Context: an optimization exercise on an open-source flow, tuned for a short achievable clock period and few clock cycles. The choices shown serve that exercise and are no tape-out recipe. Where RTL was checked, it was by simulation tests only, not by an equivalence proof against the original. The RTL of runs 2 to 4 was laid out without a check of its function. Power figures rest on the tool's default switching activity, not on a simulated workload.

<file path="design/flow/config.mk">
export PLATFORM = sky130hd
export DESIGN_NAME = cpu_pipeline
export DESIGN_NICKNAME = cpu_pipeline
export VERILOG_FILES = /design/flow/design.v
export SDC_FILE = /design/flow/constraint.sdc
export NUM_CORES = 8
export LEC_CHECK = 0
export CAP_MARGIN = 40
export CORE_MARGIN = 2
export CORE_UTILIZATION = 40
export PLACE_DENSITY = 0.6
export SETUP_SLACK_MARGIN = 5
export SLEW_MARGIN = 40
</file>
<file path="design/flow/constraint.sdc">
create_clock -name core_clock -period 13.0 [get_ports {clk}]
set_input_delay 2.6000 -clock core_clock [delete_from_list [all_inputs] [get_ports {clk}]]
set_output_delay 2.6000 -clock core_clock [all_outputs]
set_load 0.01 [all_outputs]
</file>
<file path="design/flow/design.v">
module ALU (
    input  [31:0] A,
    input  [31:0] B,
    input  [4:0]  sh,
    input  arith,                
    input  sub,                  
    input  op_slt, op_sltu,
    input  op_and, op_or, op_xor, op_nor, op_passb,
    input  op_sll, op_srl, op_sra,
    output [31:0] S
);
wire [31:0] Bx = B ^ {32{sub}};
wire [31:0] p0 = A ^ Bx;
wire [31:0] g0 = A & Bx;
wire [32*6-1:0] G, P;
assign G[31:0] = {g0[31:1], g0[0] | (p0[0] & sub)};
assign P[31:0] = p0;
genvar i, l;
generate
for (l = 0; l < 5; l = l + 1) begin : lv
    for (i = 0; i < 32; i = i + 1) begin : b
        if (i < (1 << l)) begin : pass
            assign G[32*(l+1)+i] = G[32*l+i];
            assign P[32*(l+1)+i] = P[32*l+i];
        end else begin : op
            assign G[32*(l+1)+i] = G[32*l+i] | (P[32*l+i] & G[32*l+i-(1<<l)]);
            assign P[32*(l+1)+i] = P[32*l+i] & P[32*l+i-(1<<l)];
        end
    end
end
endgenerate
wire [31:0] c = G[32*5 +: 32];               
wire [31:0] shl = B << sh;
wire [31:0] shr = B >> sh;
wire [31:0] sra = shr | ({32{B[31]}} & ~(32'hffff_ffff >> sh));
wire [31:0] other = ({32{op_and}}   & (A & B))
                  | ({32{op_or}}    & (A | B))
                  | ({32{op_xor}}   & (A ^ B))
                  | ({32{op_nor}}   & ~(A | B))
                  | ({32{op_passb}} & B)
                  | ({32{op_sll}}   & shl)
                  | ({32{op_srl}}   & shr)
                  | ({32{op_sra}}   & sra);
wire [31:1] s0 = ({31{arith}} &  p0[31:1]) | other[31:1];    
wire [31:1] s1 = ({31{arith}} & ~p0[31:1]) | other[31:1];    
assign S[31:1] = (s0 & ~c[30:0]) | (s1 & c[30:0]);
wire base0 = (arith & (p0[0] ^ sub)) | other[0];
wire t0 = base0 | (op_slt & (p0[31] | A[31]))  | (op_sltu & ~g0[31]);               
wire t1 = base0 | (op_slt & ~p0[31] & A[31])   | (op_sltu & ~g0[31] & ~p0[31]);    
assign S[0] = c[30] ? t1 : t0;
endmodule
module KSAdd #(parameter W = 30) (
    input  [W-1:0] a,
    input  [W-1:0] b,
    input          cin,
    output [W-1:0] s
);
wire [W-1:0] p0 = a ^ b;
wire [W-1:0] g0 = a & b;
localparam L = (W <= 1) ? 1 : (W <= 2) ? 1 : (W <= 4) ? 2 : (W <= 8) ? 3 : (W <= 16) ? 4 : (W <= 32) ? 5 : 6;
wire [W*(L+1)-1:0] G, P;
assign G[W-1:0] = {g0[W-1:1], g0[0] | (p0[0] & cin)};
assign P[W-1:0] = p0;
genvar i, l;
generate
for (l = 0; l < L; l = l + 1) begin : lv
    for (i = 0; i < W; i = i + 1) begin : b
        if (i < (1 << l)) begin : pass
            assign G[W*(l+1)+i] = G[W*l+i];
            assign P[W*(l+1)+i] = P[W*l+i];
        end else begin : op
            assign G[W*(l+1)+i] = G[W*l+i] | (P[W*l+i] & G[W*l+i-(1<<l)]);
            assign P[W*(l+1)+i] = P[W*l+i] & P[W*l+i-(1<<l)];
        end
    end
end
endgenerate
wire [W-1:0] c = G[W*L +: W];                
assign s = p0 ^ {c[W-2:0], cin};
endmodule
module ALUControl (
    input  [31:0] ir,
    output op_add, op_sub, op_slt, op_sltu,
    output op_and, op_or, op_xor, op_nor, op_passb,
    output op_sll, op_srl, op_sra
);
wire [5:0] op = ir[31:26];
wire [5:0] fn = ir[5:0];
wire is_r = (op == 6'h00);
assign op_add   = (is_r & (fn == 6'h20 | fn == 6'h21)) | op == 6'h08 | op == 6'h09 |
                  op == 6'h23 | op == 6'h2b;
assign op_sub   = is_r & (fn == 6'h22 | fn == 6'h23);
assign op_slt   = (is_r & fn == 6'h2a) | op == 6'h0a;
assign op_sltu  = (is_r & fn == 6'h2b) | op == 6'h0b;
assign op_and   = (is_r & fn == 6'h24) | op == 6'h0c;
assign op_or    = is_r & fn == 6'h25;
assign op_xor   = is_r & fn == 6'h26;
assign op_nor   = is_r & fn == 6'h27;
assign op_passb = op == 6'h0f | op == 6'h03 | (is_r & fn == 6'h09);
assign op_sll   = is_r & fn == 6'h00;
assign op_srl   = is_r & fn == 6'h02;
assign op_sra   = is_r & fn == 6'h03;
endmodule
module Control (
    input  [31:0] ir,
    output        uses_rs,       
    output        uses_rt,       
    output        b_rt,          
    output        b_sext,        
    output        b_zext,        
    output        b_lui,         
    output        b_pc4,         
    output        writes,        
    output [4:0]  dst,           
    output        is_lw,
    output        is_sw,
    output        is_beq,
    output        is_bne,
    output        is_blez,
    output        is_bgtz,
    output        is_bgez,
    output        is_br,         
    output        is_j,          
    output        is_jr,         
    output        is_jalr,       
    output        is_call,       
    output        is_ctl         
);
wire [5:0] op = ir[31:26];
wire [5:0] fn = ir[5:0];
wire [4:0] rt = ir[20:16];
wire [4:0] rd = ir[15:11];
wire is_r    = (op == 6'h00);
wire r_alu   = is_r & (fn == 6'h20 | fn == 6'h21 | fn == 6'h22 | fn == 6'h23 |
                       fn == 6'h24 | fn == 6'h25 | fn == 6'h26 | fn == 6'h27 |
                       fn == 6'h2a | fn == 6'h2b);
wire r_sh    = is_r & (fn == 6'h00 | fn == 6'h02 | fn == 6'h03);
assign is_jr   = is_r & (fn == 6'h08);
assign is_jalr = is_r & (fn == 6'h09);
wire i_sext  = (op == 6'h08) | (op == 6'h09) | (op == 6'h0a) | (op == 6'h0b);
wire i_andi  = (op == 6'h0c);
wire i_lui   = (op == 6'h0f);
assign is_lw   = (op == 6'h23);
assign is_sw   = (op == 6'h2b);
assign is_beq  = (op == 6'h04);
assign is_bne  = (op == 6'h05);
assign is_blez = (op == 6'h06);
assign is_bgtz = (op == 6'h07);
assign is_bgez = (op == 6'h01);
assign is_br   = is_beq | is_bne | is_blez | is_bgtz | is_bgez;
wire   is_jal  = (op == 6'h03);
assign is_j    = (op == 6'h02) | is_jal;
assign is_call = is_jal | is_jalr;
assign is_ctl  = is_br | is_j | is_jr | is_jalr;
assign uses_rs = r_alu | is_jr | is_jalr | i_sext | i_andi | is_lw | is_sw | is_br;
assign uses_rt = r_alu | r_sh | is_sw | is_beq | is_bne;
assign b_rt   = r_alu | r_sh | is_beq | is_bne;
assign b_sext = i_sext | is_lw | is_sw;
assign b_zext = i_andi;
assign b_lui  = i_lui;
assign b_pc4  = is_call;
assign writes = r_alu | r_sh | is_jalr | i_sext | i_andi | i_lui | is_lw | is_jal;
assign dst    = is_jal ? 5'd31 : (is_r ? rd : rt);
endmodule
module RegisterFile (
    input         clk,
    input         rst_n,
    input         we,
    input  [4:0]  wa,
    input  [31:0] wd,
    input  [31:0] ra1,           
    input  [31:0] ra2,           
    output [31:0] rd1,
    output [31:0] rd2
);
reg  [31:0] rf [1:31];
reg  [31:1] written;
wire [31:0] q1 [0:31];
wire [31:0] q2 [0:31];
assign q1[0] = 32'd0;
assign q2[0] = 32'd0;
genvar i;
generate
for (i = 1; i < 32; i = i + 1) begin : g
    assign q1[i] = q1[i-1] | (rf[i] & {32{written[i] & ra1[i]}});
    assign q2[i] = q2[i-1] | (rf[i] & {32{written[i] & ra2[i]}});
    always @(posedge clk) begin
        if (we && wa == i)
            rf[i] <= wd;
    end
    always @(posedge clk or negedge rst_n) begin
        if (~rst_n)
            written[i] <= 1'b0;
        else if (we && wa == i)
            written[i] <= 1'b1;
    end
end
endgenerate
assign rd1 = q1[31];
assign rd2 = q2[31];
endmodule
module IF_BTB #(parameter N = 16, parameter TW = 12) (
    input clk,
    input rst_n,
    input  [TW-1:0] f_tag,
    output [N-1:0]  hit,         
    output          pt,          
    output          plx,         
    output [TW-1:0] ptgt,        
    input           upd,
    input           u_taken,
    input  [TW-1:0] u_tag,
    input  [TW-1:0] u_tgt,
    input           l_upd,       
    input  [N-1:0]  l_hit,       
    input           l_taken
);
reg  [N-1:0]  v;
reg  [N-1:0]  tv;                
reg  [TW-1:0] tag  [0:N-1];
reg  [TW-1:0] tgt  [0:N-1];
reg  [1:0]    ctr  [0:N-1];
reg  [3:0]    cnt  [0:N-1];      
reg  [3:0]    trip [0:N-1];
reg  [3:0]    rr;              
wire [N-1:0] hitnz, hitlx, um;
wire [TW-1:0] tsel [0:N];
assign tsel[0] = {TW{1'b0}};
wire alloc_any = upd & u_taken & ~(|um);
genvar i;
generate
for (i = 0; i < N; i = i + 1) begin : g
    wire [3:0] cnt1 = (cnt[i] == 4'd15) ? 4'd15 : cnt[i] + 4'd1;
    wire lx_now = tv[i] & (cnt[i] == trip[i]);
    wire lx_t   = tv[i] & (cnt1 == trip[i]);      
    wire lx_nt  = (cnt[i] == 4'd0);               
    wire pend   = l_upd & l_hit[i];
    wire lx     = pend ? (l_taken ? lx_t : lx_nt) : lx_now;
    assign hit[i]    = v[i] & (tag[i] == f_tag);
    assign hitnz[i]  = hit[i] & (|ctr[i]) & ~lx;
    assign hitlx[i]  = hit[i] & (|ctr[i]) & lx;
    assign um[i]     = v[i] & (tag[i] == u_tag);
    assign tsel[i+1] = tsel[i] | ({TW{hit[i]}} & tgt[i]);
    wire alloc = alloc_any & (rr == i);
    always @(posedge clk) begin
        if (alloc) begin
            tag[i]   <= u_tag;
            tgt[i]   <= u_tgt;
            ctr[i]   <= 2'd2;
        end else if (upd & um[i]) begin
            if (u_taken) begin
                tgt[i]   <= u_tgt;
                if (ctr[i] != 2'd3) ctr[i] <= ctr[i] + 2'd1;
            end else begin
                if (ctr[i] != 2'd0) ctr[i] <= ctr[i] - 2'd1;
            end
        end
    end
    always @(posedge clk) begin
        if (alloc) begin
            cnt[i] <= 4'd1;
        end else if (l_upd & l_hit[i]) begin
            if (l_taken) begin
                cnt[i] <= cnt1;
            end else begin
                trip[i] <= cnt[i];
                cnt[i]  <= 4'd0;
            end
        end
    end
    always @(posedge clk or negedge rst_n) begin
        if (~rst_n) begin
            tv[i] <= 1'b0;
        end else if (alloc) begin
            tv[i] <= 1'b0;
        end else if (l_upd & l_hit[i] & ~l_taken) begin
            tv[i] <= 1'b1;
        end
    end
end
endgenerate
assign pt   = |hitnz;
assign plx  = |hitlx;
assign ptgt = tsel[N];
always @(posedge clk or negedge rst_n) begin
    if (~rst_n) begin
        v  <= {N{1'b0}};
        rr <= 0;
    end else if (alloc_any) begin
        v[rr] <= 1'b1;
        rr    <= rr + 1'b1;
    end
end
endmodule
module IDForward (
    input  [4:0] r,
    input        e_rw,
    input  [4:0] e_dst,
    output       sel_em
);
assign sel_em = e_rw & (e_dst == r);
endmodule
module BranchCond (
    input  [31:0] m,             
    input  [31:0] ra,            
    input  [31:0] rb,            
    input  [31:0] pnpc,          
    input  a_m,                  
    input  b_m,                  
    input  is_beq, is_bne, is_blez, is_bgtz, is_bgez,
    output taken,
    output jr_ne                 
);
wire eq_mr = (m == rb);
wire eq_rm = (ra == m);
wire eq_rr = (ra == rb);
wire eq = a_m ? (b_m | eq_mr) : (b_m ? eq_rm : eq_rr);
wire zero = a_m ? (m == 32'd0) : (ra == 32'd0);
wire neg  = a_m ? m[31] : ra[31];
assign jr_ne = a_m ? (m != pnpc) : (ra != pnpc);
assign taken = (is_beq  & eq)
             | (is_bne  & ~eq)
             | (is_blez & (neg | zero))
             | (is_bgtz & ~neg & ~zero)
             | (is_bgez & ~neg);
endmodule
module MEM (
    input         is_lw,
    input  [31:0] alu_res,
    input  [31:0] rdata,
    output [31:0] res
);
assign res = is_lw ? rdata : alu_res;
endmodule
module cpu_pipeline (
    input clk,           
    input rst_n,         
    output [31:0] imem_addr,     
    input  [31:0] imem_rdata,    
    output [31:0] dmem_addr,     
    output [31:0] dmem_wdata,    
    output        dmem_we,       
    input  [31:0] dmem_rdata     
);
reg  [31:0] pc;
reg         d_valid;
reg  [31:0] d_ir, d_pc4, d_pnpc;
reg  [11:0] d_tag;
reg  [15:0] d_hit;
reg  [31:0] d_rs_oh, d_rt_oh;    
reg         d_pt, d_lx;
reg  [31:0] e_a, e_b, e_sd, e_pc4, e_bt, e_pnpc;
reg  [4:0]  e_sh, e_dst;
reg  [11:0] e_tag;
reg  [15:0] e_hit;
reg         e_rw, e_lw, e_sw, e_br, e_jr, e_jalr;
reg         e_kill;              
reg         e_beq, e_bne, e_blez, e_bgtz, e_bgez;
reg         e_pt, e_ptok;
reg         e_a_m, e_a_r, e_b_m, e_b_r, e_s_m, e_s_r;
reg         e_add, e_sub, e_slt, e_sltu, e_and, e_or, e_xor, e_nor, e_passb;
reg         e_sll, e_srl, e_sra;
reg  [31:0] m_res, m_sd;
reg         m_we, m_rw, m_lw;
reg  [4:0]  m_dst;
reg  [31:0] w_res;
reg         w_rw;
reg  [4:0]  w_dst;
reg  [31:0] pci, ma;
reg  [31:0] ra;
reg         u_upd, u_taken;
reg         l_upd, l_taken;
reg  [15:0] l_hit;
reg  [11:0] u_tag, u_tgt;
wire        taken, jr_ne;
wire        e_rwv   = e_rw   & ~e_kill;
wire        e_lwv   = e_lw   & ~e_kill;
wire        e_swv   = e_sw   & ~e_kill;
wire        e_brv   = e_br   & ~e_kill;
wire        e_jrxv  = (e_jr | e_jalr) & ~e_kill;
wire        e_jalrv = e_jalr & ~e_kill;
wire [31:0] pcx = pci;
wire [31:0] f_pc4 = {pcx[31], pcx[30:0] + 31'd4};
wire        f_pt, f_plx;
wire [15:0] f_hit;
wire [11:0] f_ptgt;
IF_BTB #(.N(16), .TW(12)) BTB (
    .clk    (clk),
    .rst_n  (rst_n),
    .f_tag  (pcx[13:2]),
    .hit    (f_hit),
    .pt     (f_pt),
    .plx    (f_plx),
    .ptgt   (f_ptgt),
    .upd    (u_upd),
    .u_taken(u_taken),
    .u_tag  (u_tag),
    .u_tgt  (u_tgt),
    .l_upd  (l_upd),
    .l_hit  (l_hit),
    .l_taken(l_taken)
);
wire        d_call;
wire [31:0] ras   = (d_valid & d_call) ? d_pc4 : ra;
wire        f_j   = (imem_rdata[31:27] == 5'b00001);
wire        f_jr  = (imem_rdata[31:26] == 6'h00) & (imem_rdata[5:0] == 6'h08);
wire [31:0] f_jt  = {f_pc4[31:28], imem_rdata[25:0], 2'b00};
wire [31:0] f_npc = f_j  ? f_jt :
                    f_jr ? ras  :
                    f_pt ? {pcx[31:14], f_ptgt, 2'b00} : f_pc4;
wire        f_ptk = f_j | f_jr | f_pt;
assign imem_addr = {~pc[31], pc[30:0]};
wire [31:0] f_rs_oh = 32'd1 << imem_rdata[25:21];
wire [31:0] f_rt_oh = 32'd1 << imem_rdata[20:16];
wire [4:0]  d_rs  = d_ir[25:21];
wire [4:0]  d_rt  = d_ir[20:16];
wire [15:0] d_imm = d_ir[15:0];
wire d_uses_rs, d_uses_rt, d_b_rt, d_b_sext, d_b_zext, d_b_lui, d_b_pc4, d_writes;
wire [4:0] d_dst;
wire d_lw, d_sw, d_beq, d_bne, d_blez, d_bgtz, d_bgez, d_br, d_j, d_jr, d_jalr, d_ctl;
Control C1 (
    .ir     (d_ir),
    .uses_rs(d_uses_rs),
    .uses_rt(d_uses_rt),
    .b_rt   (d_b_rt),
    .b_sext (d_b_sext),
    .b_zext (d_b_zext),
    .b_lui  (d_b_lui),
    .b_pc4  (d_b_pc4),
    .writes (d_writes),
    .dst    (d_dst),
    .is_lw  (d_lw),
    .is_sw  (d_sw),
    .is_beq (d_beq),
    .is_bne (d_bne),
    .is_blez(d_blez),
    .is_bgtz(d_bgtz),
    .is_bgez(d_bgez),
    .is_br  (d_br),
    .is_j   (d_j),
    .is_jr  (d_jr),
    .is_jalr(d_jalr),
    .is_call(d_call),
    .is_ctl (d_ctl)
);
wire d_add, d_sub, d_slt, d_sltu, d_and, d_or, d_xor, d_nor, d_passb, d_sll, d_srl, d_sra;
ALUControl AC1 (
    .ir      (d_ir),
    .op_add  (d_add),
    .op_sub  (d_sub),
    .op_slt  (d_slt),
    .op_sltu (d_sltu),
    .op_and  (d_and),
    .op_or   (d_or),
    .op_xor  (d_xor),
    .op_nor  (d_nor),
    .op_passb(d_passb),
    .op_sll  (d_sll),
    .op_srl  (d_srl),
    .op_sra  (d_sra)
);
wire [31:0] rf_rs, rf_rt;
RegisterFile RF (
    .clk  (clk),
    .rst_n(rst_n),
    .we   (w_rw),
    .wa   (w_dst),
    .wd   (w_res),
    .ra1  (d_rs_oh),
    .ra2  (d_rt_oh),
    .rd1  (rf_rs),
    .rd2  (rf_rt)
);
wire [31:0] m_out;
wire d_rs_m = m_rw && m_dst == d_rs;
wire d_rt_m = m_rw && m_dst == d_rt;
wire d_rs_w = w_rw && w_dst == d_rs;
wire d_rt_w = w_rw && w_dst == d_rt;
wire [31:0] d_rsv = d_rs_m ? m_out : d_rs_w ? w_res : rf_rs;
wire [31:0] d_rtv = d_rt_m ? m_out : d_rt_w ? w_res : rf_rt;
wire d_rw = d_writes & (d_dst != 5'd0);
wire stall = d_valid & e_lwv &
             ((d_uses_rs & (e_dst == d_rs)) | (d_uses_rt & (e_dst == d_rt)));
wire [31:2] d_bts;
KSAdd #(.W(30)) BTA (
    .a  (d_pc4[31:2]),
    .b  ({{14{d_imm[15]}}, d_imm}),
    .cin(1'b0),
    .s  (d_bts)
);
wire [31:0] d_bt = {d_bts, d_pc4[1:0]};
wire red_b  = d_br & ~d_pt & ~d_lx & d_imm[15];   
wire red_nc = d_pt & ~d_ctl;                      
wire d_red  = d_valid & (red_b | red_nc);
wire [31:0] d_rtgt = red_b ? d_bt : d_pc4;
wire a_em, b_em;
IDForward FA (.r(d_rs), .e_rw(e_rwv), .e_dst(e_dst), .sel_em(a_em));
IDForward FB (.r(d_rt), .e_rw(e_rwv), .e_dst(e_dst), .sel_em(b_em));
wire [31:0] d_bval = d_b_rt   ? d_rtv :
                     d_b_sext ? {{16{d_imm[15]}}, d_imm} :
                     d_b_zext ? {16'd0, d_imm} :
                     d_b_lui  ? {d_imm, 16'd0} :
                                d_pc4;
wire [31:0] A  = ({32{e_a_m}} & m_res) | ({32{e_a_r}} & e_a);
wire [31:0] B  = ({32{e_b_m}} & m_res) | ({32{e_b_r}} & e_b);
wire [31:0] SD = ({32{e_s_m}} & m_res) | ({32{e_s_r}} & e_sd);
wire [31:0] e_res;
ALU A1 (
    .A(A), .B(B), .sh(e_sh),
    .arith(e_add), .sub(e_sub), .op_slt(e_slt), .op_sltu(e_sltu),
    .op_and(e_and), .op_or(e_or), .op_xor(e_xor), .op_nor(e_nor), .op_passb(e_passb),
    .op_sll(e_sll), .op_srl(e_srl), .op_sra(e_sra),
    .S(e_res)
);
BranchCond BC (
    .m(m_res), .ra(e_a), .rb(e_b), .pnpc(e_pnpc),
    .a_m(e_a_m), .b_m(e_b_m),
    .is_beq(e_beq), .is_bne(e_bne), .is_blez(e_blez), .is_bgtz(e_bgtz), .is_bgez(e_bgez),
    .taken(taken), .jr_ne(jr_ne)
);
wire mis_br  = e_brv & (taken ? ~e_ptok : e_pt);   
wire mis_jr  = e_jrxv & jr_ne;                      
wire e_mis   = mis_br | mis_jr;
MEM MEM1 (.is_lw(m_lw), .alu_res(m_res), .rdata(dmem_rdata), .res(m_out));
assign dmem_addr  = ma;
assign dmem_wdata = m_sd;
assign dmem_we    = m_we;
wire d_go = d_valid & ~stall;             
wire [31:0] pc_fd = stall ? pcx : d_red ? d_rtgt : f_npc;
wire [31:0] pc_xt   = e_ptok ? pc_fd : e_bt;
wire [31:0] pc_xn   = e_pt   ? e_pc4 : pc_fd;
wire [31:0] pc_br   = taken  ? pc_xt : pc_xn;
wire [31:0] pc_next = e_brv  ? pc_br : (mis_jr ? A : pc_fd);
wire [31:0] pc_next_i = ({32{e_brv &  taken}} & pc_xt) | ({32{e_brv & ~taken}} & pc_xn) |
                        ({32{~e_brv &  mis_jr}} & A)   | ({32{~e_brv & ~mis_jr}} & pc_fd);
always @(posedge clk or negedge rst_n) begin
    if (~rst_n) begin
        pc      <= 32'h0000_0000;
        pci     <= 32'h8000_0000;
        d_valid <= 1'b0;
    end else begin
        pc      <= {~pc_next[31], pc_next[30:0]};
        pci     <= pc_next_i;
        d_valid <= ~e_mis & (stall | ~d_red);
    end
end
always @(posedge clk) begin
    if (~stall) begin
        d_ir   <= imem_rdata;
        d_rs_oh <= f_rs_oh;
        d_rt_oh <= f_rt_oh;
        d_tag  <= pcx[13:2];
        d_pc4  <= f_pc4;
        d_pnpc <= f_npc;
        d_pt   <= f_ptk;
        d_lx   <= f_plx;
        d_hit  <= f_hit;
    end
end
always @(posedge clk or negedge rst_n) begin
    if (~rst_n) begin
        ra <= 32'd0;
    end else if (d_valid & d_call) begin
        ra <= d_pc4;
    end
end
always @(posedge clk or negedge rst_n) begin
    if (~rst_n) begin
        e_rw <= 1'b0; e_lw <= 1'b0; e_sw <= 1'b0;
        e_br <= 1'b0; e_jr <= 1'b0; e_jalr <= 1'b0;
        e_kill <= 1'b0;
    end else begin
        e_rw    <= d_go & d_rw;
        e_lw    <= d_go & d_lw & d_rw;
        e_sw    <= d_go & d_sw;
        e_br    <= d_go & d_br;
        e_jr    <= d_go & d_jr;
        e_jalr  <= d_go & d_jalr;
        e_kill  <= e_mis;
    end
end
always @(posedge clk) begin
    e_a    <= d_rsv;
    e_b    <= d_bval;
    e_sd   <= d_rtv;
    e_sh   <= d_ir[10:6];
    e_dst  <= d_dst;
    e_pc4  <= d_pc4;
    e_bt   <= d_bt;
    e_pnpc <= d_red ? d_rtgt : d_pnpc;
    e_pt   <= d_pt | red_b;
    e_ptok <= red_b | (d_pt & (d_pnpc == d_bt));
    e_tag  <= d_tag;
    e_hit  <= d_hit;
    e_beq  <= d_beq; e_bne <= d_bne; e_blez <= d_blez; e_bgtz <= d_bgtz; e_bgez <= d_bgez;
    e_a_m  <= a_em;
    e_a_r  <= ~a_em;
    e_b_m  <= b_em & d_b_rt;
    e_b_r  <= ~(b_em & d_b_rt);
    e_s_m  <= b_em;
    e_s_r  <= ~b_em;
    e_add <= d_add | d_sub; e_sub <= d_sub | d_slt | d_sltu; e_slt <= d_slt; e_sltu <= d_sltu;
    e_and <= d_and; e_or <= d_or; e_xor <= d_xor; e_nor <= d_nor; e_passb <= d_passb;
    e_sll <= d_sll; e_srl <= d_srl; e_sra <= d_sra;
end
always @(posedge clk or negedge rst_n) begin
    if (~rst_n) begin
        u_upd <= 1'b0;
        l_upd <= 1'b0;
    end else begin
        u_upd <= e_brv | e_jalrv;
        l_upd <= e_brv;
    end
end
always @(posedge clk) begin
    u_taken <= ~e_br | taken;
    l_taken <= taken;
    l_hit   <= e_hit;
    u_tgt   <= e_jalr ? A[13:2] : e_bt[13:2];
    u_tag   <= e_tag;
end
always @(posedge clk or negedge rst_n) begin
    if (~rst_n) begin
        m_we <= 1'b0;
        m_rw <= 1'b0;
    end else begin
        m_we <= e_swv;
        m_rw <= e_rwv;
    end
end
always @(posedge clk or negedge rst_n) begin
    if (~rst_n) begin
        ma <= 32'd0;
    end else begin
        ma <= e_res;
    end
end
always @(posedge clk) begin
    m_res <= e_res;
    m_sd  <= SD;
    m_lw  <= e_lwv;
    m_dst <= e_dst;
end
always @(posedge clk or negedge rst_n) begin
    if (~rst_n) begin
        w_rw <= 1'b0;
    end else begin
        w_rw <= m_rw;
    end
end
always @(posedge clk) begin
    w_res <= m_out;
    w_dst <= m_dst;
end
endmodule
</file>
<file path="design/flow/flow/run.sh">
#!/bin/bash
# Layout flow: the standard flow (standard.sh: ORFS with the standard
# synthesis), with two changes to how the layout is made; the constraints
# (constraint.sdc) are unchanged:
#  - timing repair aims at a larger setup slack margin, so that it works
#    towards the period the design can reach rather than the design's 13 ns;
#  - after global placement, flow/outbuf.tcl moves each output port's buffer
#    next to the register that feeds it (detailed placement legalizes it).
# Each tool's log is in orfs/logs/; make's own output is in flow_make.log.
set -euo pipefail
MARGIN=${MARGIN:-9}
sed -e "s|SETUP_SLACK_MARGIN=[-0-9.]*|SETUP_SLACK_MARGIN=$MARGIN POST_GLOBAL_PLACE_TCL=$PWD/flow/outbuf.tcl|" standard.sh > standard_margin.sh
grep -q "SETUP_SLACK_MARGIN=$MARGIN" standard_margin.sh
bash standard_margin.sh finish > flow_make.log 2>&1
</file>
<file path="design/flow/flow/outbuf.tcl">
# Move the buffer of each output port, and any inverter or buffer between
# it and the register that feeds it, next to that register, so that the
# buffer, not the register, drives the wire to the pin. Detailed placement
# legalizes the moved cells afterwards.
proc outbuf_driver {inst} {
  foreach it [$inst getITerms] {
    if {[$it isInputSignal] && [$it getNet] != "NULL"} {
      foreach jt [[$it getNet] getITerms] {
        if {[$jt isOutputSignal]} { return [$jt getInst] }
      }
    }
  }
  return ""
}
proc outbuf_is_single {inst} {
  set n 0
  foreach it [$inst getITerms] {
    if {[$it isInputSignal] && [$it getNet] != "NULL"} { incr n }
  }
  set m [[$inst getMaster] getName]
  return [expr {$n == 1 && [regexp {__(inv|buf|clkbuf|clkinv)_} $m]}]
}
set block [ord::get_db_block]
set moved 0
foreach bterm [$block getBTerms] {
  if {[$bterm getIoType] != "OUTPUT"} { continue }
  set net [$bterm getNet]
  if {$net == "NULL"} { continue }
  set buf ""
  foreach it [$net getITerms] {
    if {[$it isOutputSignal]} { set buf [$it getInst] }
  }
  if {$buf == ""} { continue }
  set chain [list $buf]
  set src [outbuf_driver $buf]
  while {$src != "" && [outbuf_is_single $src] && [llength $chain] < 4} {
    lappend chain $src
    set src [outbuf_driver $src]
  }
  if {$src == ""} { continue }
  set loc [$src getLocation]
  foreach c $chain {
    $c setLocation [lindex $loc 0] [lindex $loc 1]
    incr moved
  }
}
puts "outbuf: moved $moved cells next to the registers that drive the outputs"
</file>
<file path="design/flow/standard.sh">
#!/bin/bash
# synth_recipe.tcl (not shown) runs the flow's synth.tcl, then flattens the netlist and writes it again
# the make line also repeats each setting of config.mk as NAME=value (left out here)
make -C /OpenROAD-flow-scripts/flow DESIGN_CONFIG=/design/flow/config.mk WORK_HOME=/design/flow/orfs CLKGATE_MAP_FILE= SYNTH_SCRIPT=/design/flow/synth_recipe.tcl "${@:-finish}"
</file>
==> results of run 1 <==
per-stage QoR:
| stage | setup slack (ns) | std cells | util, % |
|---|---|---|---|
| after floorplan | 8.81 | 9156 | - |
| after global routing | 8.90 | 13000 | 46.3 |
| after CTS | 8.88 | 12900 | 45.9 |
| after global placement | 7.06 | 12400 | 42.3 |
| final | 8.90 | 13000 | 46.3 |
| after detailed placement | 7.07 | 12400 | 42.5 |
cells by family (layout without fill, tap and decap cells):
family,after synthesis,in the layout,synth area share [%]
AOI/OAI and AO/OA,2444,2444,16.6
other,0,24,0
adders and majority gates,165,165,1.89
and+or+nand+nor,2229,2230,10.4
xor gates and xnor gates,764,764,6.20
muxes,292,292,2.83
DFF,2334,2334,58.6
buffers and inverters,928,1150,3.47
final timing paths:
check                                           start                    to  cells after the start
setup / recovery           RF.written[25]$_DFFE_PN0P_       e_b[16]$_DFF_P_                     10
hold / removal                       e_tag[4]$_DFF_P_      u_tag[4]$_DFF_P_                      0
setup reg to reg           RF.written[25]$_DFFE_PN0P_       e_b[16]$_DFF_P_                     10
hold reg to reg                      e_tag[4]$_DFF_P_      u_tag[4]$_DFF_P_                      0
max in group asynchronous                       rst_n        w_rw$_DFF_PN0_                      2
min in group asynchronous                       rst_n  BTB.v[1]$_DFFE_PN0P_                      1
flip-flops by register name (all words and copies together) (netlist names), 64 cells and up:
name,flops
BTB.trip,64
BTB.cnt,64
BTB.tgt,192
BTB.tag,192
RF.rf,992
area by class of cell:
class                           count  area share [%]
Tap cell                         3570            3.56
Antenna cell                       24          0.0478
Clock buffer                      327            5.55
Timing Repair inverter              2          0.0140
Inverter                          211           0.655
Timing Repair Buffer              479            3.82
Sequential cell                  2334            51.1
Clock inverter                    131            1.08
Multi-Input combinational cell   5895            34.1
Yosys cell counts, drive strengths merged, types with 101 or more instances:
cell type / number / share of area (%)
nor2: 422 / 1.5
nor3: 194 / 0.89
nand2: 488 / 1.7
o211ai: 110 / 0.76
xnor2: 574 / 4.6
buf: 179 / 0.90
clkbuf: 538 / 1.8
dfxtp: 498 / 9.1
a221oi: 232 / 1.9
inv: 209 / 0.72
dfrtp: 207 / 4.7
nand3: 296 / 1.4
a22o: 309 / 2.5
o21ai: 281 / 1.3
ha: 164 / 1.9
and2: 101 / 0.58
nand4: 275 / 1.6
mux2i: 220 / 2.0
edfxtp: 1628 / 45
xor2: 184 / 1.5
a22oi: 628 / 4.3
a21oi: 268 / 1.2
layer usage:
metal | track usage (%) | routed length [um]
met4 | 21.4 | 38900
met1 | 42.8 | 176000
met3 | 12.1 | 70500
met2 | 49.3 | 205000
met5 | 0.329 | 363
report_power, final:
group / internal [mW] / switching [mW]
Sequential: 8.93 / 1.02
Combinational: 2.08 / 3.36
Clock: 4.24 / 3.13
Total: 15.2 / 7.51
worst max-delay path: cells and delay by family, from the launching register on:
family | cells | cell delay [ns]
AOI/OAI and AO/OA | 5 | 1.97
buffers and inverters | 1 | 0.43
DFF | 1 | 0.39
and+or+nand+nor | 4 | 1.06
what timing repair did:
action	CTS	global route
endpoints found under the hold margin	0	0
pin swaps	12	20
endpoints found under the setup margin	749	428
setup buffers	33	28
gates cloned	7	2
gates resized for setup	657	148
==> results.txt, run 1 <==
CTS sink cnt 2334; synthesized instance count 9156; area of the mapped netlist 109000 um2; share of post-route cells with drive strength above 1 14.1%; status timing/DRC/antenna clean; most common cell after layout, fill and taps aside edfxtp_1; hold_buf cts 0; dpl hpwl around 300000 um; DRC 0; Seq/Total Area, Yosys 58.6%; Lkg Pwr 44.9 nW; PwrDens 181 nW/um2; Post-synth top flop edfxtp_1; Critical Path End Type flip-flop; Chip Width roughly 530 um; H-tree Lvls 4; Vias 89600; gr ovfl total 0; Vias per Instance 6.91; full die area 278000 um2; post-synthesis net count 9387; Fin Setup TNS 0 ns; Multi-input gate area between 40000 and 50000 um2; kind of critical path reg2reg; Post-synth EDFFs 1628; floorplan row count 191; Peak VDD IR 0.124 mV; DRT iter0 DRCs 15600; Clock Skew ~0.13 ns; clock root buffer clkbuf_16; NumNets Final 9400; GRT Util Overall 33.9%; CTS tree done; final antenna-violating net count 0; CORE AREA 271000 um2; crit-path max FO 17; Seq. cell area 64200 um2; DIE HEIGHT 527 um; critical path startpoint category flip-flop; Final Cell Area 126000 um2; pin count of the biggest net entering global routing 69; drt wl/cell 37.8 um; CP Data Required Time 13.77 ns; antenna violations before repair 44; Clock Path Buffers 4; CP cell instances and2_2, buf_4, a22o_1, a221oi_1, nand4_1, nor3_1, nand4_1, o211ai_1, o21ai_0, o22a_1; Final Setup Violations 0; RSZ-0062 raised after global routing yes; Hold WS 0.325 ns; Unique masters post-synth 105; most frequent cells in the layout edfxtp_1 (1628), a22oi_1 (625), xnor2_1 (570); max_cap viols 0; Tot Pwr 22.8 mW; fin. max-slew vios 0; area grow syn2layout 14.8%; Worst path most repeated cell nand4_1; CTS clk-pin slew, worst paths 0.07 ns; Skew-Pair Late Insertion Delay 1.00 ns; worst hold path type reg2reg; IO Count 163; Mean Syn Cell Area between 10 and 15 um2; Post-Place Cell Area 115000 um2; critical path arrival 4.87 ns; CP max stage cell o21ai_0; Port Buf Inserts 162; TritonRoute pass-1 iters 10; vias in the first global route 84100; first-pass GRT wire length roughly 670000 um; Period minus WS final 4.10 ns; Initial Utilization about two fifths; Max-slew headroom 29.1%; CTS Buf Count 246; #FFs+latches synth ~2300; Worst Max-Slew Pin Slew 1.06 ns; Largest stage delay, worst path between 0.5 and 0.6 ns; Max Clk Rate approximately 0.24 GHz; ys async rst share 8.91%; final hold violation count 0; Total Routed Length 491000 um; Ys Warns 9; Filler Cell Count 24100; R2R Setup Slk 8.90 ns; final period utilization 31.5%
Testbench counts, summed over its fixed seeds: cycles 254,461.
==> run 2: changes to the inputs <==
--- a/design/flow/design.v
+++ b/design/flow/design.v
@@ -174,7 +174,6 @@
     output [31:0] rd2
 );
 reg  [31:0] rf [1:31];
-reg  [31:1] written;
 wire [31:0] q1 [0:31];
 wire [31:0] q2 [0:31];
 assign q1[0] = 32'd0;
@@ -182,17 +181,13 @@
 genvar i;
 generate
 for (i = 1; i < 32; i = i + 1) begin : g
-    assign q1[i] = q1[i-1] | (rf[i] & {32{written[i] & ra1[i]}});
-    assign q2[i] = q2[i-1] | (rf[i] & {32{written[i] & ra2[i]}});
-    always @(posedge clk) begin
-        if (we && wa == i)
-            rf[i] <= wd;
-    end
+    assign q1[i] = q1[i-1] | (rf[i] & {32{ra1[i]}});
+    assign q2[i] = q2[i-1] | (rf[i] & {32{ra2[i]}});
     always @(posedge clk or negedge rst_n) begin
         if (~rst_n)
-            written[i] <= 1'b0;
+            rf[i] <= 32'd0;
         else if (we && wa == i)
-            written[i] <= 1'b1;
+            rf[i] <= wd;
     end
 end
 endgenerate
@@ -349,6 +344,8 @@
 reg  [15:0] d_hit;
 reg  [31:0] d_rs_oh, d_rt_oh;    
 reg         d_pt, d_lx;
+reg         d_stall;             
+reg         d_redb, d_rednc;     
 reg  [31:0] e_a, e_b, e_sd, e_pc4, e_bt, e_pnpc;
 reg  [4:0]  e_sh, e_dst;
 reg  [11:0] e_tag;
@@ -358,6 +355,7 @@
 reg         e_beq, e_bne, e_blez, e_bgtz, e_bgez;
 reg         e_pt, e_ptok;
 reg         e_a_m, e_a_r, e_b_m, e_b_r, e_s_m, e_s_r;
+reg         e_ac_m, e_bc_m;      
 reg         e_add, e_sub, e_slt, e_sltu, e_and, e_or, e_xor, e_nor, e_passb;
 reg         e_sll, e_srl, e_sra;
 reg  [31:0] m_res, m_sd;
@@ -410,6 +408,17 @@
                     f_pt ? {pcx[31:14], f_ptgt, 2'b00} : f_pc4;
 wire        f_ptk = f_j | f_jr | f_pt;
 assign imem_addr = {~pc[31], pc[30:0]};
+wire f_uses_rs, f_uses_rt, f_br, f_ctl;
+Control C0 (
+    .ir     (imem_rdata),
+    .uses_rs(f_uses_rs),
+    .uses_rt(f_uses_rt),
+    .b_rt   (), .b_sext (), .b_zext (), .b_lui  (), .b_pc4  (), .writes (), .dst    (),
+    .is_lw  (), .is_sw  (), .is_beq (), .is_bne (), .is_blez(), .is_bgtz(), .is_bgez(),
+    .is_br  (f_br),
+    .is_j   (), .is_jr  (), .is_jalr(), .is_call(),
+    .is_ctl (f_ctl)
+);
 wire [31:0] f_rs_oh = 32'd1 << imem_rdata[25:21];
 wire [31:0] f_rt_oh = 32'd1 << imem_rdata[20:16];
 wire [4:0]  d_rs  = d_ir[25:21];
@@ -479,8 +488,7 @@
 wire [31:0] d_rsv = d_rs_m ? m_out : d_rs_w ? w_res : rf_rs;
 wire [31:0] d_rtv = d_rt_m ? m_out : d_rt_w ? w_res : rf_rt;
 wire d_rw = d_writes & (d_dst != 5'd0);
-wire stall = d_valid & e_lwv &
-             ((d_uses_rs & (e_dst == d_rs)) | (d_uses_rt & (e_dst == d_rt)));
+wire stall = d_valid & d_stall;
 wire [31:2] d_bts;
 KSAdd #(.W(30)) BTA (
     .a  (d_pc4[31:2]),
@@ -489,9 +497,9 @@
     .s  (d_bts)
 );
 wire [31:0] d_bt = {d_bts, d_pc4[1:0]};
-wire red_b  = d_br & ~d_pt & ~d_lx & d_imm[15];   
-wire red_nc = d_pt & ~d_ctl;                      
-wire d_red  = d_valid & (red_b | red_nc);
+wire [31:0] d_off = {{14{d_imm[15]}}, d_imm, 2'b00};
+wire red_b  = d_redb;                             
+wire d_red  = d_valid & (d_redb | d_rednc);       
 wire [31:0] d_rtgt = red_b ? d_bt : d_pc4;
 wire a_em, b_em;
 IDForward FA (.r(d_rs), .e_rw(e_rwv), .e_dst(e_dst), .sel_em(a_em));
@@ -514,7 +522,7 @@
 );
 BranchCond BC (
     .m(m_res), .ra(e_a), .rb(e_b), .pnpc(e_pnpc),
-    .a_m(e_a_m), .b_m(e_b_m),
+    .a_m(e_ac_m), .b_m(e_bc_m),
     .is_beq(e_beq), .is_bne(e_bne), .is_blez(e_blez), .is_bgtz(e_bgtz), .is_bgez(e_bgez),
     .taken(taken), .jr_ne(jr_ne)
 );
@@ -544,8 +552,19 @@
         d_valid <= ~e_mis & (stall | ~d_red);
     end
 end
+always @(posedge clk or negedge rst_n) begin
+    if (~rst_n) begin
+        d_stall <= 1'b0;
+    end else begin
+        d_stall <= d_go & d_lw & d_rw &
+                   ((f_uses_rs & (imem_rdata[25:21] == d_dst)) |
+                    (f_uses_rt & (imem_rdata[20:16] == d_dst)));
+    end
+end
 always @(posedge clk) begin
     if (~stall) begin
+        d_redb  <= f_br & ~f_ptk & ~f_plx & imem_rdata[15];
+        d_rednc <= f_ptk & ~f_ctl;
         d_ir   <= imem_rdata;
         d_rs_oh <= f_rs_oh;
         d_rt_oh <= f_rt_oh;
@@ -589,11 +608,14 @@
     e_bt   <= d_bt;
     e_pnpc <= d_red ? d_rtgt : d_pnpc;
     e_pt   <= d_pt | red_b;
-    e_ptok <= red_b | (d_pt & (d_pnpc == d_bt));
+    e_ptok <= red_b | (d_pt & ((d_pc4 ^ d_off ^ d_pnpc) ==
+                               {((d_pc4[30:0] & d_off[30:0]) | ((d_pc4[30:0] | d_off[30:0]) & ~d_pnpc[30:0])), 1'b0}));
     e_tag  <= d_tag;
     e_hit  <= d_hit;
     e_beq  <= d_beq; e_bne <= d_bne; e_blez <= d_blez; e_bgtz <= d_bgtz; e_bgez <= d_bgez;
     e_a_m  <= a_em;
+    e_ac_m <= a_em & (d_br | d_jr | d_jalr);
+    e_bc_m <= b_em & d_br;
     e_a_r  <= ~a_em;
     e_b_m  <= b_em & d_b_rt;
     e_b_r  <= ~(b_em & d_b_rt);
--- a/design/flow/config.mk
+++ b/design/flow/config.mk
@@ -8,6 +8,8 @@
 export CAP_MARGIN = 40
 export CORE_MARGIN = 2
 export CORE_UTILIZATION = 40
+export CTS_CLUSTER_DIAMETER = 100
+export CTS_CLUSTER_SIZE = 20
 export PLACE_DENSITY = 0.6
 export SETUP_SLACK_MARGIN = 5
 export SLEW_MARGIN = 40
==> run 2 against run 1 <==
Sequential cell count shrank 27. Combinational power decreased by 2%. First-iteration DRC count down 4.1%. Highest routed layer unchanged. Register-to-register slack lost 0.05 ns. Maximum frequency is 5.0% lower. Sequential share of layout area down 6.0 points. Global-route usage up 0.51 points. Hold slack worse by 0.022 ns. Worst setup slack worse by 0.21 ns. Clock skew decreased by 0.014 ns.
==> results.txt, run 2 <==
crit-path max FO 5 (-12); placed insts 14000 (+13%); Vias per Instance 6.81 (-1.5%); CTS clk-pin slew, worst paths 0.08 ns (about the same); most common cell after layout, fill and taps aside dfrtp_1; hold_buf cts 0 (unchanged); Ys Warns 9 (unchanged); Max Clk Rate 0.232 GHz (-5.0%); synthesized instance count 10500 (+14%); Lkg Pwr 53.9 nW (+20%); IO Count 163 (unchanged); Skew-Pair Late Insertion Delay 0.90 ns (-0.10 ns); critical path startpoint category primary input; Chip Width 544 um (+3.2%); most frequent cells in the layout dfrtp_1 (1167), mux2_2 (1011), edfxtp_1 (637); Post-synth EDFFs 637 (-61%); dpl hpwl 327000 um (+9.8%); top cell type's share of synthesized area 25.1% (-20 points); Reg2Reg Depth 7 (-3); pin count of the biggest net entering global routing 155 (+120%); Layout Utilization 44.7% (-1.6 points); critical path arrival 5.08 ns (+0.21 ns); CTS sink cnt 2307 (-1.2%); Seq/Total Area, Yosys 50.1% (-8.5 points); drt wl/cell 36.6 um (-3.3%); max_cap viols 0 (unchanged); Mean Syn Cell Area 11.2 um2 (-6.6%); CTS Buf Count 142 (-42%); post-synthesis net count 10700 (+14%); Clock Path Buffers 4 (unchanged); full die area 296000 um2 (+6.5%); count leader, synth dfrtp_1; area of the mapped netlist 117000 um2 (+6.6%); Largest regs RF.rf (992), BTB.tag (192), BTB.tgt (192); share of post-route cells with drive strength above 1 20.7% (+6.6 points); largest cells by area after synthesis dfrtp_1 (25%), edfxtp_1 (16%), mux2_2 (9.8%); Final Non-Filler Cells 14400 (+11%); RSZ-0062 raised after global routing yes; floorplan row count 198 (+3.7%); Total Routed Length 527000 um (+7.4%); status timing/DRC/antenna clean; Unique masters post-synth 101 (-3.8%); first-pass GRT wire length 728000 um (+9.0%); final period utilization 33.2% (+1.6 points); NumNets Final 10700 (+13%); DRT iter0 DRCs 15000 (-4.1%); TritonRoute pass-1 iters 19 (+9); Largest register FFs 992 (unchanged); worst hold path type reg2reg; Final Setup Violations 0 (unchanged); final antenna-violating net count 0 (unchanged); Yosys top cell by area dfrtp_1; gr ovfl total 0 (unchanged); PwrDens 150 nW/um2 (-17%); Vias 98000 (+9.4%); Period minus WS final 4.31 ns (+0.213 ns); CTS tree done; CP Data Required Time 13.77 ns (about the same); Post-synth top flop dfrtp_1; worst setup margin 8.69 ns (-0.213 ns); DIE HEIGHT 544 um (+3.2%); Worst Max-Slew Pin Slew 1.08 ns (+0.0166 ns); clock root buffer clkbuf_16; dpl ws 6.68 ns (-0.383 ns); Initial Utilization 40.1% (-0.17 points); CORE AREA 290000 um2 (+7.0%); DRC 0 (unchanged); H-tree Lvls 4 (unchanged); Critical Path End Type flip-flop; area grow syn2layout 11.4%; fin. max-slew vios 0 (unchanged); Top reg by flops RF.rf; Post-synth top cells dfrtp_1 (1169), mux2_2 (1014), edfxtp_1 (637); WHS Path Cells 0 (unchanged); final hold violation count 0 (unchanged); GRT Util Overall 34.4% (+0.51 points); Fin Setup TNS 0 ns (unchanged); vias in the first global route 93500 (+11%); ys async rst share 50.7% (+42 points); Port Buf Inserts 162 (unchanged); Max-slew headroom 27.8% (-1.2 points); Filler Cell Count 26900 (+12%); #FFs+latches synth 2307 (-1.2%); Peak VDD IR 0.111 mV (-9.8%); antenna violations before repair 32 (-27%); Clock Skew 0.116 ns (-0.0136 ns); kind of critical path in2reg
==> run 2: cell count changes in the layout (fill, tap and decap cells not counted), sizes merged, moves of 89 or more <==
cell,delta
a22oi,-168
clkbuf,-100
edfxtp,-991
dfrtp,+962
mux2,+954
a221oi,+89
buf,+143
nand2,+99
==> run 2: cell families (layout without fill, tap and decap cells) <==
family,after synthesis,after routing,share of synthesized area [%]
AO/OA/AOI/OAI,2537,2537,16.2
XOR/XNOR,766,766,5.76
adder cells (fa/ha/maj),225,225,2.61
buffers and inverters,1136,1157,3.87
flip-flops,2307,2307,50.1
multiplexers,1242,1242,11.9
other,0,30,0
AND/OR/NAND/NOR,2237,2241,9.60
==> run 2: area by class of cell <==
type | count | area [um2] | area share (%)
sequential | 2307 | 58500 | 45.1
multi-input combinational | 7011 | 55100 | 42.5
timing repair buffer | 610 | 5750 | 4.43
tap | 3900 | 4880 | 3.76
clock buffer | 232 | 3970 | 3.05
inverter | 293 | 1120 | 0.860
clock inverter | 22 | 329 | 0.254
antenna | 30 | 75.1 | 0.0578
==> run 2: power by group <==
part | switching [mW] | internal, mW
registers | 0.920 | 8.30
logic | 3.37 | 1.95
clock network | 2.69 | 2.19
==> run 2: final timing paths <==
kind / to / slack (ns) / start
max: pc[27]$_DFF_PN0_ / 8.69 / imem_rdata[27]
min: u_tag[8]$_DFF_P_ / 0.30 / e_tag[8]$_DFF_P_
max reg2reg: e_b[0]$_DFF_P_ / 8.85 / d_ir[18]$_DFFE_PN_
min reg2reg: u_tag[8]$_DFF_P_ / 0.30 / e_tag[8]$_DFF_P_
max in group asynchronous: BTB.v[5]$_DFFE_PN0P_ / 9.28 / rst_n
min in group asynchronous: RF.rf[9][15]$_DFFE_PN0P_ / 1.60 / rst_n
==> run 2: critical path, stage by stage <==
cell and delay [ns]:
buf_8 0.10, or3_4 0.38, or3_4 0.42, nor4_4 0.16, nor2b_4 0.23, buf_12 0.14, nor2_4 0.06, clkbuf_16 0.18
nand2_4 0.06, a31o_4 0.10, nand2_4 0.05, o31a_1 0.28, a221o_1 0.30
==> run 2: timing repair <==
action,4_1_cts,5_1_grt
buffers inserted,79,46
resized for setup,732,151
setup endpoints to repair,843,596
gates cloned,7,3
hold endpoints to repair,0,0
pin swaps,54,55
==> run 2: routing by layer <==
layer	vias to the layer above	GRT usage, %	routed length, um
li1	39000	-	-
met1	49100	44.0	197000
met2	7713	49.8	219000
met3	2142	11.9	70100
met4	20	21.2	41300
met5	-	0.584	381
==> run 2: metrics by stage <==
step	hold WS [ns]	total power, mW	cell area [um2]
final	0.303	19.4	130000
after global routing	0.309	20.0	130000
after CTS	0.302	19.1	129000
after detailed placement	0.312	14.1	123000
after global placement	0.310	14.1	122000
after floorplan	0.310	12.0	117000
==> run 3: changes to the inputs <==
--- a/design/flow/config.mk
+++ b/design/flow/config.mk
@@ -7,9 +7,9 @@
 export LEC_CHECK = 0
 export CAP_MARGIN = 40
 export CORE_MARGIN = 2
-export CORE_UTILIZATION = 40
+export CORE_UTILIZATION = 33
 export CTS_CLUSTER_DIAMETER = 100
 export CTS_CLUSTER_SIZE = 20
-export PLACE_DENSITY = 0.6
+export PLACE_DENSITY = 0.55
 export SETUP_SLACK_MARGIN = 5
 export SLEW_MARGIN = 40
==> run 3 against run 2 <==
Design area rose by 0.81%. Maximum frequency rose by 1.2%. Still clean on timing, DRC and antenna. Sequential share of layout area shrank 0.36 points. Cell count is 5.6% higher. Clock-buffer cell count grew 6. Critical path type unchanged. Critical path depth unchanged. Total power hardly changed. Synthesized cell count unchanged. Combinational power hardly changed. Global-route usage down 5.4 points. Via count shrank 0.49%. Wire length rose by 2.4%.
==> results.txt, run 3 <==
Filler Cell Count 34300 (+28%); CTS Buf Count 144 (+1.4%); count leader, synth dfrtp_1; top cell type's share of synthesized area 25.1% (unchanged); pin count of the biggest net entering global routing 164 (+5.8%); Lkg Pwr 53.8 nW (-0.19%); status timing/DRC/antenna clean; #FFs+latches synth 2307 (unchanged); DIE HEIGHT 598 um (+10%); Ys Warns 9 (unchanged); kind of critical path in2reg; Post-synth top flop dfrtp_1; Seq/Total Area, Yosys 50.1% (unchanged); Port Buf Inserts 162 (unchanged); post-synthesis net count 10700 (unchanged); H-tree Lvls 4 (unchanged); Clk pwr share 25.8% (+0.7 points); most common cell after layout, fill and taps aside dfrtp_1; Max-slew headroom 29.8% (+1.9 points); gr ovfl total 0 (unchanged); drt wl/cell 35.5 um (-3.0%); combinational power share 27.2% (-0.2 points); Vias 97600 (-0.49%); NumNets Final 10600 (-0.36%); critical path arrival 5.07 ns (about the same); Post-synth top cells dfrtp_1 (1169), mux2_2 (1014), edfxtp_1 (637); Hold WS 0.322 ns (+0.0186 ns); DRT iter0 DRCs 15100 (+0.94%); placed insts 14800 (+5.9%); Top reg by flops RF.rf; PwrDens 148 nW/um2 (-0.86%); antenna violations before repair 50 (+56%); floorplan row count 218 (+10%); final antenna-violating net count 0 (unchanged); Total Routed Length 540000 um (+2.4%); Largest regs RF.rf (992), BTB.tag (192), BTB.tgt (192); DRC 0 (unchanged); Fin Setup TNS 0 ns (unchanged); Vias per Instance 6.41 (-5.8%); CORE AREA 352000 um2 (+21%); TritonRoute pass-1 iters 14 (-5); Clock Skew 0.134 ns (+0.0178 ns); Post-synth EDFFs 637 (unchanged); hold_buf cts 0 (unchanged); Internal Pwr Total 12.5 mW (about the same); fin. max-slew vios 0 (unchanged); GRT Util Overall 29.0% (-5.4 points); Worst Max-Slew Pin Slew 1.05 ns (-0.0271 ns); CP Data Required Time 13.81 ns (+0.04 ns); Final Non-Filler Cells 15200 (+5.6%); CTS sink cnt 2307 (unchanged); vias in the first global route 93600 (+0.092%); final period utilization 32.8% (-0.40 points); final hold violation count 0 (unchanged); Max Clk Rate 0.235 GHz (+1.2%); Initial Utilization 33.1% (-7.0 points); sw power 6.96 mW (-0.30%); Yosys top cell by area dfrtp_1; Mean Syn Cell Area 11.2 um2 (unchanged); IO Count 163 (unchanged); crit-path max FO 6 (+1); area grow syn2layout 12.3%; area of the mapped netlist 117000 um2 (unchanged); full die area 358000 um2 (+21%); CTS tree done; synthesized instance count 10500 (unchanged); Final Setup Violations 0 (unchanged); ys async rst share 50.7% (unchanged); clock root buffer clkbuf_16; RSZ-0062 raised after global routing yes; Skew-Pair Late Insertion Delay 0.95 ns (+0.05 ns); R2R Setup Slk 8.85 ns (about the same); Unique masters post-synth 101 (unchanged); CTS clk-pin slew, worst paths 0.10 ns (+0.02 ns); Sw Share 35.9% (-0.085 points); Period minus WS final 4.26 ns (-0.0518 ns); share of post-route cells with drive strength above 1 20.5% (-0.15 points); Chip Width 598 um (+10%); Layout Utilization 37.2% (-7.5 points); Peak VDD IR 0.154 mV (+38%); Largest register FFs 992 (unchanged); largest cells by area after synthesis dfrtp_1 (25%), edfxtp_1 (16%), mux2_2 (9.8%); max_cap viols 0 (unchanged); most frequent cells in the layout dfrtp_1 (1167), mux2_2 (1010), edfxtp_1 (637); Clock Path Buffers 4 (unchanged); worst hold path type reg2reg; sequential power share 47.0% (-0.5 points); dpl hpwl 340000 um (+4.1%); critical path startpoint category primary input; Critical Path End Type flip-flop; first-pass GRT wire length 742000 um (+2.0%)
## run 3: what timing repair did
item / CTS / global route
setup endpoints to repair: 441 / 450
pin swaps: 50 / 67
buffers inserted: 61 / 34
resized for setup: 781 / 140
gates cloned: 5 / 4
## run 3: metrics by stage
| stage | power [mW] | area (um2) | setup slack, ns |
|---|---|---|---|
| 2_1_floorplan | 12.0 | 117000 | 8.04 |
| 3_3_place_gp | 14.1 | 123000 | 6.76 |
| 3_5_place_dp | 14.2 | 124000 | 6.66 |
| 4_1_cts | 19.2 | 130000 | 8.82 |
| 5_1_grt | 20.0 | 131000 | 8.71 |
| 6_report | 19.4 | 131000 | 8.74 |
## run 3: layout make-up
class / count / area, um2 / share of cell area [%]
clock buffers: 238 / 4100 / 3.13
diodes: 39 / 97.6 / 0.0746
multi-input cells: 7009 / 55200 / 42.2
well taps: 4730 / 5920 / 4.52
repair buffers: 572 / 5530 / 4.22
inverters: 293 / 1130 / 0.861
flip-flops and latches: 2307 / 58500 / 44.7
clock inverters: 23 / 340 / 0.260
## run 3: kinds of logic after synthesis
kind of cell               Yosys count  synth area share [%]
xor gates and xnor gates           766                  5.76
buffers and inverters             1136                  3.87
DFF                               2307                  50.1
AOI/OAI and AO/OA                 2537                  16.2
adders and majority gates          225                  2.61
and+or+nand+nor                   2237                  9.60
muxes                             1242                  11.9
## run 3: per-layer routing
metal	GRT usage [%]	wire length (um)
met5	0.174	226
met4	17.9	40600
met3	9.34	66200
met2	42.3	225000
met1	37.2	208000
## run 3: path summary, 6_finish.rpt
check,startpoint,end,cells after the start
worst min-delay path,d_hit[4]$_DFFE_PN_,e_hit[4]$_DFF_P_,0
max in group asynchronous,rst_n,ra[6]$_DFF_PN0_,4
worst max register to register,e_bc_m$_DFF_P_,pc[25]$_DFF_PN0_,12
worst max-delay path,imem_rdata[26],pci[27]$_DFF_PN0_,13
min in group asynchronous,rst_n,RF.rf[20][0]$_DFFE_PN0P_,1
worst min register to register,d_hit[4]$_DFFE_PN_,e_hit[4]$_DFF_P_,0
## run 3: worst max-delay path, stage by stage
cell and delay, ns:
buf_8 0.09, or3_4 0.38, or3_4 0.41, nor4_4 0.17, nor2b_4 0.23, buf_12 0.13, nor2_4 0.05, buf_12 0.17
nand2_4 0.06, a31o_4 0.11, nand2_4 0.05, o31a_1 0.29, a221o_1 0.32
## run 3: power by group through the flow
| stage | logic (mW) | clock network (mW) | registers, mW |
|---|---|---|---|
| 6_report | 5.29 | 5.00 | 9.12 |
| 3_5_place_dp | 4.93 | 0 | 9.22 |
| 4_1_cts | 5.08 | 5.04 | 9.09 |
| 3_3_place_gp | 4.77 | 0 | 9.31 |
| 5_1_grt | 5.55 | 5.29 | 9.18 |
| 2_1_floorplan | 3.21 | 0 | 8.82 |
==> run 4: changes to the inputs <==
--- a/design/flow/design.v
+++ b/design/flow/design.v
@@ -403,9 +403,13 @@
 wire        f_j   = (imem_rdata[31:27] == 5'b00001);
 wire        f_jr  = (imem_rdata[31:26] == 6'h00) & (imem_rdata[5:0] == 6'h08);
 wire [31:0] f_jt  = {f_pc4[31:28], imem_rdata[25:0], 2'b00};
-wire [31:0] f_npc = f_j  ? f_jt :
-                    f_jr ? ras  :
-                    f_pt ? {pcx[31:14], f_ptgt, 2'b00} : f_pc4;
+wire        f_sel_j  = f_j;
+wire        f_sel_jr = ~f_j & f_jr;
+wire        f_sel_bt = ~f_j & ~f_jr & f_pt;
+wire        f_sel_p4 = ~f_j & ~f_jr & ~f_pt;
+wire [31:0] f_btgt   = {pcx[31:14], f_ptgt, 2'b00};
+wire [31:0] f_npc = ({32{f_sel_j}}  & f_jt)   | ({32{f_sel_jr}} & ras) |
+                    ({32{f_sel_bt}} & f_btgt) | ({32{f_sel_p4}} & f_pc4);
 wire        f_ptk = f_j | f_jr | f_pt;
 assign imem_addr = {~pc[31], pc[30:0]};
 wire f_uses_rs, f_uses_rt, f_br, f_ctl;
@@ -528,19 +532,26 @@
 );
 wire mis_br  = e_brv & (taken ? ~e_ptok : e_pt);   
 wire mis_jr  = e_jrxv & jr_ne;                      
-wire e_mis   = mis_br | mis_jr;
+wire e_mis   = mis_br | mis_jr;    
 MEM MEM1 (.is_lw(m_lw), .alu_res(m_res), .rdata(dmem_rdata), .res(m_out));
 assign dmem_addr  = ma;
 assign dmem_wdata = m_sd;
 assign dmem_we    = m_we;
 wire d_go = d_valid & ~stall;             
-wire [31:0] pc_fd = stall ? pcx : d_red ? d_rtgt : f_npc;
-wire [31:0] pc_xt   = e_ptok ? pc_fd : e_bt;
-wire [31:0] pc_xn   = e_pt   ? e_pc4 : pc_fd;
-wire [31:0] pc_br   = taken  ? pc_xt : pc_xn;
-wire [31:0] pc_next = e_brv  ? pc_br : (mis_jr ? A : pc_fd);
-wire [31:0] pc_next_i = ({32{e_brv &  taken}} & pc_xt) | ({32{e_brv & ~taken}} & pc_xn) |
-                        ({32{~e_brv &  mis_jr}} & A)   | ({32{~e_brv & ~mis_jr}} & pc_fd);
+wire        e_sel_a  = mis_jr;
+wire        e_sel_bt = e_brv & taken & ~e_ptok;
+wire        e_sel_p4 = e_brv & ~taken & e_pt;
+wire        e_keep   = ~(e_sel_a | e_sel_bt | e_sel_p4);
+wire        d_sel_f  = ~stall & ~d_red;
+wire [31:0] pc_next = ({32{e_sel_a}}  & A) | ({32{e_sel_bt}} & e_bt) | ({32{e_sel_p4}} & e_pc4) |
+                      ({32{e_keep & stall}}             & pcx)    |
+                      ({32{e_keep & ~stall & d_red}}    & d_rtgt) |
+                      ({32{e_keep & d_sel_f & f_sel_j}}  & f_jt)   |
+                      ({32{e_keep & d_sel_f & f_sel_jr}} & ras)    |
+                      ({32{e_keep & d_sel_f & f_sel_bt}} & f_btgt) |
+                      ({32{e_keep & d_sel_f & f_sel_p4}} & f_pc4);
+wire [31:0] pc_next_i = ({32{e_sel_a}}  & A) | ({32{e_sel_bt}} & e_bt) | ({32{e_sel_p4}} & e_pc4) |
+                        ({32{e_keep}} & (d_red ? d_rtgt : f_npc));
 always @(posedge clk or negedge rst_n) begin
     if (~rst_n) begin
         pc      <= 32'h0000_0000;
@@ -548,7 +559,8 @@
         d_valid <= 1'b0;
     end else begin
         pc      <= {~pc_next[31], pc_next[30:0]};
-        pci     <= pc_next_i;
+        if (~stall)
+            pci <= pc_next_i;
         d_valid <= ~e_mis & (stall | ~d_red);
     end
 end
--- a/design/flow/config.mk
+++ b/design/flow/config.mk
@@ -7,9 +7,9 @@
 export LEC_CHECK = 0
 export CAP_MARGIN = 40
 export CORE_MARGIN = 2
-export CORE_UTILIZATION = 33
+export CORE_UTILIZATION = 40
 export CTS_CLUSTER_DIAMETER = 100
 export CTS_CLUSTER_SIZE = 20
-export PLACE_DENSITY = 0.55
+export PLACE_DENSITY = 0.6
 export SETUP_SLACK_MARGIN = 5
 export SLEW_MARGIN = 40
==> run 4 against run 3 <==
Still clean. Core utilization rose by 7.4 points. Maximum frequency rose by 3.8%. Worst setup slack improved by 0.15 ns. Hold slack got worse by 0.012 ns. Largest cell class unchanged. Largest power group unchanged.
==> results.txt, run 4 <==
status timing/DRC/antenna clean; Reg2Reg Depth 6 (-6); Skew-Pair Late Insertion Delay 0.93 ns (-0.02 ns); Yosys top cell by area dfrtp_1; ys async rst share 50.7% (unchanged); hold_sp e_hit[14]$_DFF_P_; full die area 294000 um2 (-18%); Lkg Pwr 53.0 nW (-1.5%); Filler Cell Count 26600 (-22%); Tot Pwr 19.3 mW (-0.57%); largest cells by area after synthesis dfrtp_1 (25%), edfxtp_1 (17%), mux2_2 (9.9%); worst setup margin 8.90 ns (+0.154 ns); drt wl/cell 36.9 um (+4.0%); Initial Utilization 40.2% (+7.1 points); Unique masters post-synth 102 (+0.99%); TritonRoute pass-1 iters 11 (-3); Critical Path End Type flip-flop; most common cell after layout, fill and taps aside dfrtp_1; GRT busiest layer met2; NumNets Final 10500 (-1.4%); Peak VDD IR 0.119 mV (-23%); CTS tree done; kind of critical path reg2reg; fin. max-slew vios 0 (unchanged); DIE HEIGHT 542 um (-9.4%); CP Data Required Time 13.54 ns (-0.27 ns); Top reg by flops RF.rf; max_cap viols 0 (unchanged); Post-synth EDFFs 637 (unchanged); Vias 96800 (-0.81%); Port Buf Inserts 162 (unchanged); area of the mapped netlist 116000 um2 (-0.67%); CTS clk-pin slew, worst paths 0.09 ns (about the same); gr ovfl total 0 (unchanged); dpl hpwl 324000 um (-4.7%); reg2reg start d_ir[23]$_DFFE_PN_; GR Util met1 43.4% (+6.2 points); combinational power share 27.6% (+0.4 points); Fin Setup TNS 0 ns (unchanged); most frequent cells in the layout dfrtp_1 (1166), mux2_2 (1021), edfxtp_1 (637); Mean Syn Cell Area 11.3 um2 (+1.0%); M2 GR Usage 48.6% (+6.3 points); R2R Setup Slk 8.90 ns (+0.05 ns); antenna violations before repair 40 (-20%); H-tree Lvls 4 (unchanged); #FFs+latches synth 2307 (unchanged); crit-path max FO 37 (+31); DRT iter0 DRCs 15300 (+1.0%); sw power 6.89 mW (-1.0%); GRT Util Overall 34.1% (+5.1 points); DRC 0 (unchanged); Clock Skew 0.131 ns (-0.00282 ns); Ys Warns 9 (unchanged); dpl ws 6.63 ns (-0.0290 ns); final hold violation count 0 (unchanged); CORE AREA 288000 um2 (-18%); first-pass GRT wire length 718000 um (-3.2%); met3 Usage GRT 11.9% (+2.5 points); Clk pwr share 24.8% (-1.0 points); sequential power share 47.6% (+0.6 points); Total Routed Length 520000 um (-3.6%); critical path startpoint d_ir[23]$_DFFE_PN_; vias in the first global route 92000 (-1.6%); Max Clk Rate 0.244 GHz (+3.8%); Post-synth top flop dfrtp_1; Largest register FFs 992 (unchanged); Largest regs RF.rf (992), BTB.tag (192), BTB.tgt (192); area grow syn2layout 10.8%; RSZ-0062 raised after global routing yes; floorplan row count 197 (-9.6%); worst r2r dst e_a[14]$_DFF_P_; Clock Path Buffers 4 (unchanged); CTS Buf Count 141 (-2.1%); Seq/Total Area, Yosys 50.5% (+0.34 points); PwrDens 151 nW/um2 (+1.5%); Sw Share 35.7% (-0.16 points); post-synthesis net count 10600 (-1.6%); Layout Utilization 44.5% (+7.4 points); Post-synth top cells dfrtp_1 (1169), mux2_2 (1021), edfxtp_1 (637); clock root buffer clkbuf_16; synthesized instance count 10300 (-1.7%); share of post-route cells with drive strength above 1 20.4% (-0.16 points); Max-slew headroom 29.0% (-0.73 points); Worst Max-Slew Pin Slew 1.05 ns (+0.00443 ns); Chip Width 542 um (-9.4%); final period utilization 31.6% (-1.2 points); pin count of the biggest net entering global routing 133 (-19%); Internal Pwr Total 12.4 mW (-0.31%); hold_buf cts 0 (unchanged); Period minus WS final 4.10 ns (-0.154 ns); IO Count 163 (unchanged); Final Setup Violations 0 (unchanged); Vias per Instance 6.87 (+7.0%); critical path startpoint category flip-flop; count leader, synth dfrtp_1; final antenna-violating net count 0 (unchanged); worst hold path type reg2reg; CP endpoint e_a[14]$_DFF_P_; top cell type's share of synthesized area 25.3% (+0.17 points); critical path arrival 4.65 ns (-0.42 ns); CTS sink cnt 2307 (unchanged)
-- run 4: metal layers --
layer / part of all wire (%) / vias up
li1: - / 38500
met1: 37 / 48700
met2: 41 / 7470
met3: 13 / 2084
met4: 8.5 / 30
met5: 0.058 / -
-- run 4: worst min path at each step --
stage	to	slack, ns	cells after the start
finish	l_hit[14]$_DFF_P_	0.31	0
global route	l_hit[14]$_DFF_P_	0.32	0
CTS	l_hit[14]$_DFF_P_	0.31	0
detailed placement	l_hit[9]$_DFF_P_	0.31	0
global placement	u_tag[11]$_DFF_P_	0.31	0
floorplan	l_hit[0]$_DFF_P_	0.31	0
-- run 4: cell type report --
type | count | area [um2] | area share, %
Sequential cell | 2307 | 58500 | 45.7
Antenna cell | 33 | 82.6 | 0.0644
Tap cell | 3781 | 4730 | 3.69
Inverter | 288 | 1110 | 0.867
Clock buffer | 229 | 3920 | 3.06
Multi-Input combinational cell | 6852 | 54100 | 42.2
Timing Repair Buffer | 586 | 5460 | 4.25
Clock inverter | 19 | 246 | 0.192
-- run 4: cells by family (layout without fill, tap and decap cells) --
| logic type | Yosys count | after routing | share of synthesized area (%) |
|---|---|---|---|
| fa+ha+maj | 225 | 225 | 2.63 |
| flops | 2307 | 2307 | 50.5 |
| other cells | 0 | 33 | 0 |
| simple gates | 2056 | 2060 | 8.87 |
| compound gates | 2566 | 2566 | 16.5 |
| mux | 1232 | 1232 | 11.8 |
| xor+xnor | 769 | 769 | 5.82 |
| buf+inv | 1119 | 1122 | 3.90 |
-- run 4: what timing repair did --
| item | in CTS | in global routing |
|---|---|---|
| cloned | 7 | 7 |
| resized for setup | 637 | 154 |
| setup endpoints to repair | 838 | 641 |
| setup buffers | 58 | 42 |
| pin swaps | 22 | 43 |
-- run 4: critical path: stages, from the launching register on --
cell	delay, ns
edfxtp_1	0.47
xor2_1	0.17
nor4_1	0.51
nand3_4	0.68
buf_4	0.57
o211ai_1	0.82
o21ai_0	0.54
-- run 4: through the flow --
step / std cells / instance area, um2 / hold slack (ns)
after floorplan: 10300 / 116000 / 0.310
after global placement: 13700 / 121000 / 0.310
after detailed placement: 13700 / 122000 / 0.312
after CTS: 14000 / 127000 / 0.310
after global routing: 14100 / 128000 / 0.315
final: 14100 / 128000 / 0.310
-- run 4: power groups by stage --
stage | clock [mW] | sequential, mW | combinational (mW)
final | 4.78 | 9.19 | 5.33
after global placement | 0 | 9.35 | 4.78
after CTS | 4.79 | 9.14 | 5.07
after global routing | 5.04 | 9.24 | 5.60
after floorplan | 0 | 8.86 | 3.32
after detailed placement | 0 | 9.32 | 4.90

Check on run 4: ideal ports give 8.896 ns setup slack; a clkbuf_16 on the clock port and buf_2 on the inputs give 8.863 ns; moving port delays by the midpoint clock arrival (0.957 ns) as well gives 8.052 ns.
